What follows belongs to an exercise in optimizing a design on an open flow for small area, a short achievable clock period and few clock cycles per item; a production flow would make more cautious choices.
At most, simulation tests tie the RTL to the original design; equivalence was not proved.
Power is estimated from default activity; no workload was simulated.

// cordic
module cordic #(
    parameter int Width = 16
) (
    input  logic             clk_i,
    input  logic             rst_i,
    input  logic             start_cordic_i,
    input  logic [Width-1:0] x0_i,
    input  logic [Width-1:0] y0_i,
    input  logic [Width-1:0] z0_i,
    output logic [Width-1:0] xn_o,
    output logic [Width-1:0] yn_o,
    output logic [Width-1:0] zn_o,
    output logic             done_tick_cordic_o
);
Settings: LEC_CHECK=0, ABC_AREA=1, CAP_MARGIN=20, CORE_MARGIN=2, CORE_UTILIZATION=40, SETUP_SLACK_MARGIN=2.0, SLEW_MARGIN=20; clock period 5.5 ns.
run.sh (not shown) runs the stock make flow with config.mk's settings and CLKGATE_MAP_FILE= SYNTH_SCRIPT=/design/flow/synth_recipe.tcl, a recipe that flattens the netlist after the stock synthesis.
The baseline finished with timing, DRC and antenna clean.
Next try:
--- a/flow/design.v
+++ b/flow/design.v
@@ -25,45 +25,48 @@
       4'd8: atan = 16'h0039;
       4'd9: atan = 16'h001D;
       4'd10: atan = 16'h000E;
       4'd11: atan = 16'h0007;
       4'd12: atan = 16'h0004;
       4'd13: atan = 16'h0002;
       4'd14: atan = 16'h0001;
       default: atan = 16'h0000;
     endcase
   endfunction
+  function automatic logic [15:0] asr(input logic [15:0] v, input int k);
+    for (int b = 0; b < 16; b++) asr[b] = (b + k > 15) ? v[15] : v[b + k];
+  endfunction
   logic [15:0] x_q, y_q, z_q;
   logic        busy_q;   
   logic        done_q;
   logic neg;
   assign neg = z_q[15];
   logic [15:0] xi, yi;   
   assign xi = x_q ^ {16{neg}};
   assign yi = y_q ^ {16{~neg}};
   logic [15:0] xs, ys, az;
   logic [3:0] lo_q, hi_q;
   logic       last;
   assign last = hi_q[3] & lo_q[2];
   logic [15:0] xl, yl;
   always_comb begin
     xl = 16'd0;
     yl = 16'd0;
     for (int i = 0; i < 4; i++) begin
-      xl = xl | ({16{lo_q[i]}} & 16'($signed(xi) >>> i));
-      yl = yl | ({16{lo_q[i]}} & 16'($signed(yi) >>> i));
+      xl = xl | ({16{lo_q[i]}} & asr(xi, i));
+      yl = yl | ({16{lo_q[i]}} & asr(yi, i));
     end
     xs = 16'd0;
     ys = 16'd0;
     for (int i = 0; i < 4; i++) begin
-      xs = xs | ({16{hi_q[i]}} & 16'($signed(xl) >>> (4 * i)));
-      ys = ys | ({16{hi_q[i]}} & 16'($signed(yl) >>> (4 * i)));
+      xs = xs | ({16{hi_q[i]}} & asr(xl, (4 * i)));
+      ys = ys | ({16{hi_q[i]}} & asr(yl, (4 * i)));
     end
     az = 16'd0;
     for (int i = 0; i < 15; i++) begin
       az = az | ({16{hi_q[i/4] & lo_q[i%4]}} & atan(i));
     end
   end
   logic [15:0] x_d, y_d, z_d, azi;
   logic        cx, cy, cz;
   assign cx  = ~neg & busy_q;
   assign cy  = neg & busy_q;
After rerunning:
- The changed run finished clean
- first-iteration DRC count climbs by 26%
- combinational power drops by about 3%
- wire length drops by 2.4%
- die area climbs by 1.0%
- design area climbs by 0.56%
- total power climbs by 1.6%
- clock power climbs by 36%
- core utilization drops by 0.12 points
- sequential share of layout area hardly moves
- worst setup slack improves by 14 ps
Testbench counts after the change, summed over its fixed seeds: cycles 8,200, items 512.
The RTL of the first run of this note was laid out without a check of its function.

## try-maple
cordic, a different RTL version from the one above (not shown whole).
For scale: about 1300 cells after synthesis, ~100 I/O pins, about 7000 um^2 of cells after synthesis.
Design cordic, start of the top module:
module cordic #(
    parameter int Width = 16
) (
    input  logic             clk_i,
    input  logic             rst_i,
    input  logic             start_cordic_i,
    input  logic [Width-1:0] x0_i,
    input  logic [Width-1:0] y0_i,
    input  logic [Width-1:0] z0_i,
    output logic [Width-1:0] xn_o,
    output logic [Width-1:0] yn_o,
    output logic [Width-1:0] zn_o,
    output logic             done_tick_cordic_o
);
export LEC_CHECK = 0
export ABC_AREA = 1
export CAP_MARGIN = 20
export CORE_MARGIN = 2
export CORE_UTILIZATION = 60
export SETUP_SLACK_MARGIN = 2.6
export SLEW_MARGIN = 20
create_clock -name core_clock -period 5.5 [get_ports {clk_i}]
standard.sh (not shown) runs the stock make flow with config.mk's settings and CLKGATE_MAP_FILE= SYNTH_SCRIPT=/design/flow/synth_recipe.tcl, a recipe that flattens the netlist after the stock synthesis.
==> flow/flow/run.sh <==
#!/bin/bash
# The standard layout (the standard.sh), with two changes:
#  - synthesis maps additions to ordinary logic cells (ADDER_MAP_FILE empty,
#    so Yosys does not extract full/half-adder cells); registers are unchanged;
#  - the port buffers that placement inserts are the smallest buffer cell,
#    sky130_fd_sc_hd__buf_1, instead of the one OpenROAD picks by default.
#    Every input and output port still gets its buffer.
# Full output in standard.log.
set -euo pipefail
export ADDER_MAP_FILE=
export BUFFER_PORTS_ARGS="-buffer_cell sky130_fd_sc_hd__buf_1"
bash standard.sh > standard.log 2>&1
diff inputs: try-maple => try-garnet
--- a/flow/design.v
+++ b/flow/design.v
@@ -35,23 +35,22 @@
   function automatic logic [15:0] asr(input logic [15:0] v, input int k);
     for (int b = 0; b < 16; b++) asr[b] = (b + k > 15) ? v[15] : v[b + k];
   endfunction
   logic [15:0] x_q, y_q, z_q;
   logic        busy_q;   
   logic        done_q;
   logic neg;
   assign neg = z_q[15];
   logic [15:0] xi, yi;   
   assign xi = x_q;
   assign yi = y_q;
-  logic negx_q, posy_q;
   logic [15:0] xs, ys, az;
   logic [3:0] lo_q, hi_q;
   logic [3:0] loy_q, hiy_q;   
   logic       last;
   assign last = hi_q[3] & lo_q[2];
   logic [15:0] xl, yl;
   always_comb begin
     xl = 16'd0;
     yl = 16'd0;
     for (int i = 0; i < 4; i++) begin
       xl = xl | ({16{lo_q[i]}} & asr(xi, i));
@@ -62,24 +61,24 @@
     for (int i = 0; i < 4; i++) begin
       xs = xs | ({16{hi_q[i]}} & asr(xl, (4 * i)));
       ys = ys | ({16{hiy_q[i]}} & asr(yl, (4 * i)));
     end
     az = 16'd0;
     for (int i = 0; i < 15; i++) begin
       az = az | ({16{hi_q[i/4] & lo_q[i%4]}} & atan(i));
     end
   end
   logic [15:0] x_d, y_d, z_d, azi;
   logic        cx, cy, cz;
-  assign cx  = ~negx_q & busy_q;
-  assign cy  = ~posy_q & busy_q;
+  assign cx  = ~neg & busy_q;
+  assign cy  = neg & busy_q;
   assign cz  = ~neg & busy_q;
   assign azi = az ^ {16{~neg & busy_q}};
   logic [15:0] mxs, mys, xsi, ysi;
   assign mys = {16{cx}};
   assign mxs = {16{cy}};
   assign ysi = ys ^ mys;
   assign xsi = xs ^ mxs;
   logic [16:0] x_g0, x_p0;
   assign x_g0 = {x_q & ysi, cx};
   assign x_p0 = {x_q ^ ysi, 1'b0};
   logic x_g0_, x_p0_;
@@ -412,59 +411,55 @@
   assign z_d[10] = z_p0[11] ^ z_g23_;
   assign z_d[11] = z_p0[12] ^ z_g15_;
   assign z_d[12] = z_p0[13] ^ z_g24_;
   assign z_d[13] = z_p0[14] ^ z_g18_;
   assign z_d[14] = z_p0[15] ^ z_g25_;
   assign z_d[15] = z_p0[16] ^ z_g14_;
   always_ff @(posedge clk_i) begin
     if (start_cordic_i) begin
       x_q <= x0_i;
       y_q <= y0_i;
       z_q <= z0_i;
-      negx_q <= z0_i[15];
-      posy_q <= ~z0_i[15];
     end else begin
       x_q <= x_d;
       y_q <= y_d;
       z_q <= z_d;
-      negx_q <= z_d[15] & busy_q;   
-      posy_q <= ~z_d[15];
     end
   end
   always_ff @(posedge clk_i, posedge rst_i) begin
     if (rst_i) begin
-      lo_q   <= 4'd0;
-      hi_q   <= 4'd0;
-      loy_q  <= 4'd0;
-      hiy_q  <= 4'd0;
       busy_q <= 1'b0;
       done_q <= 1'b0;
     end else begin
-      if (start_cordic_i) begin
-        lo_q <= 4'd1;
-        hi_q <= 4'd1;
-      end else if (last) begin
-        lo_q <= 4'd0;
-        hi_q <= 4'd0;
-      end else begin
-        lo_q <= {lo_q[2:0], lo_q[3]};
-        if (lo_q[3]) hi_q <= {hi_q[2:0], 1'b0};
-      end
-      if (start_cordic_i) begin
-        loy_q <= 4'd1;
-        hiy_q <= 4'd1;
-      end else if (!busy_q || last) begin
-        loy_q <= 4'd0;
-        hiy_q <= 4'd0;
-      end else begin
-        loy_q <= {loy_q[2:0], loy_q[3]};
-        if (loy_q[3]) hiy_q <= {hiy_q[2:0], 1'b0};
-      end
       busy_q <= start_cordic_i || (busy_q && !last);
       done_q <= busy_q && last && !start_cordic_i;
     end
   end
+  always_ff @(posedge clk_i) begin
+    if (start_cordic_i) begin
+      lo_q <= 4'd1;
+      hi_q <= 4'd1;
+    end else if (!busy_q || last) begin
+      lo_q <= 4'd0;
+      hi_q <= 4'd0;
+    end else begin
+      lo_q <= {lo_q[2:0], lo_q[3]};
+      if (lo_q[3]) hi_q <= {hi_q[2:0], 1'b0};
+    end
+  end
+  always_ff @(posedge clk_i) begin
+    if (start_cordic_i) begin
+      loy_q <= 4'd1;
+      hiy_q <= 4'd1;
+    end else if (!busy_q || (hiy_q[3] & loy_q[2])) begin
+      loy_q <= 4'd0;
+      hiy_q <= 4'd0;
+    end else begin
+      loy_q <= {loy_q[2:0], loy_q[3]};
+      if (loy_q[3]) hiy_q <= {hiy_q[2:0], 1'b0};
+    end
+  end
   assign xn_o = x_q;
   assign yn_o = y_q;
   assign zn_o = z_q;
   assign done_tick_cordic_o = done_q;
 endmodule
==> comparison <==
Between try-garnet and try-maple, it is try-garnet whose combined buffer and inverter count along the critical path is higher, by 2. Compared with try-maple, try-garnet shows sequential power that has gone down slightly. try-garnet and try-maple ended up with nearly the same number of violations of the max-capacitance limit. Looking at xor and xnor fraction of the mapped netlist area across try-garnet and try-maple, the one that comes out higher is try-garnet. Delta (try-garnet minus try-maple): sequential power share dropped 0.3 points; routed length on met2 essentially unchanged. Compared with try-maple, routed wirelength normalized by instance count in try-garnet decreased slightly.
No run of this note included a check of the RTL's function; only the layout flow was run.

-- port drivers added, routing unchanged --
The flow's constraints put no driver on any port. The routed layouts listed below were extracted and timed again, unchanged, in two steps.
Step 1, drivers: a clkbuf_16 drives clk_i and a buf_2 each remaining input, both assumed.
Step 2 also shifts input and output timing later by t, the mid clock arrival at the registers, as if the neighbouring blocks saw the same clock.
a / b / c = ideal / step 1 / step 2; a / b = the first two.
run | shift t [ns] | setup WS [ns] | worst data-port slew with drivers (ns)
the first run of note 1 | 0.389 | 2.187 / 2.187 / 2.187 | 0.03
the second run of note 1 | 0.377 | 2.201 / 2.201 / 2.201 | 0.03
try-maple | 0.390 | 2.844 / 2.844 / 2.610 | 0.04
try-garnet | 0.382 | 2.890 / 2.890 / 2.634 | 0.03
After both steps every run listed still meets setup and hold. The setup slack of try-garnet, which loses most, moves by 0.000 ns with the drivers and by -0.256 ns with both steps.
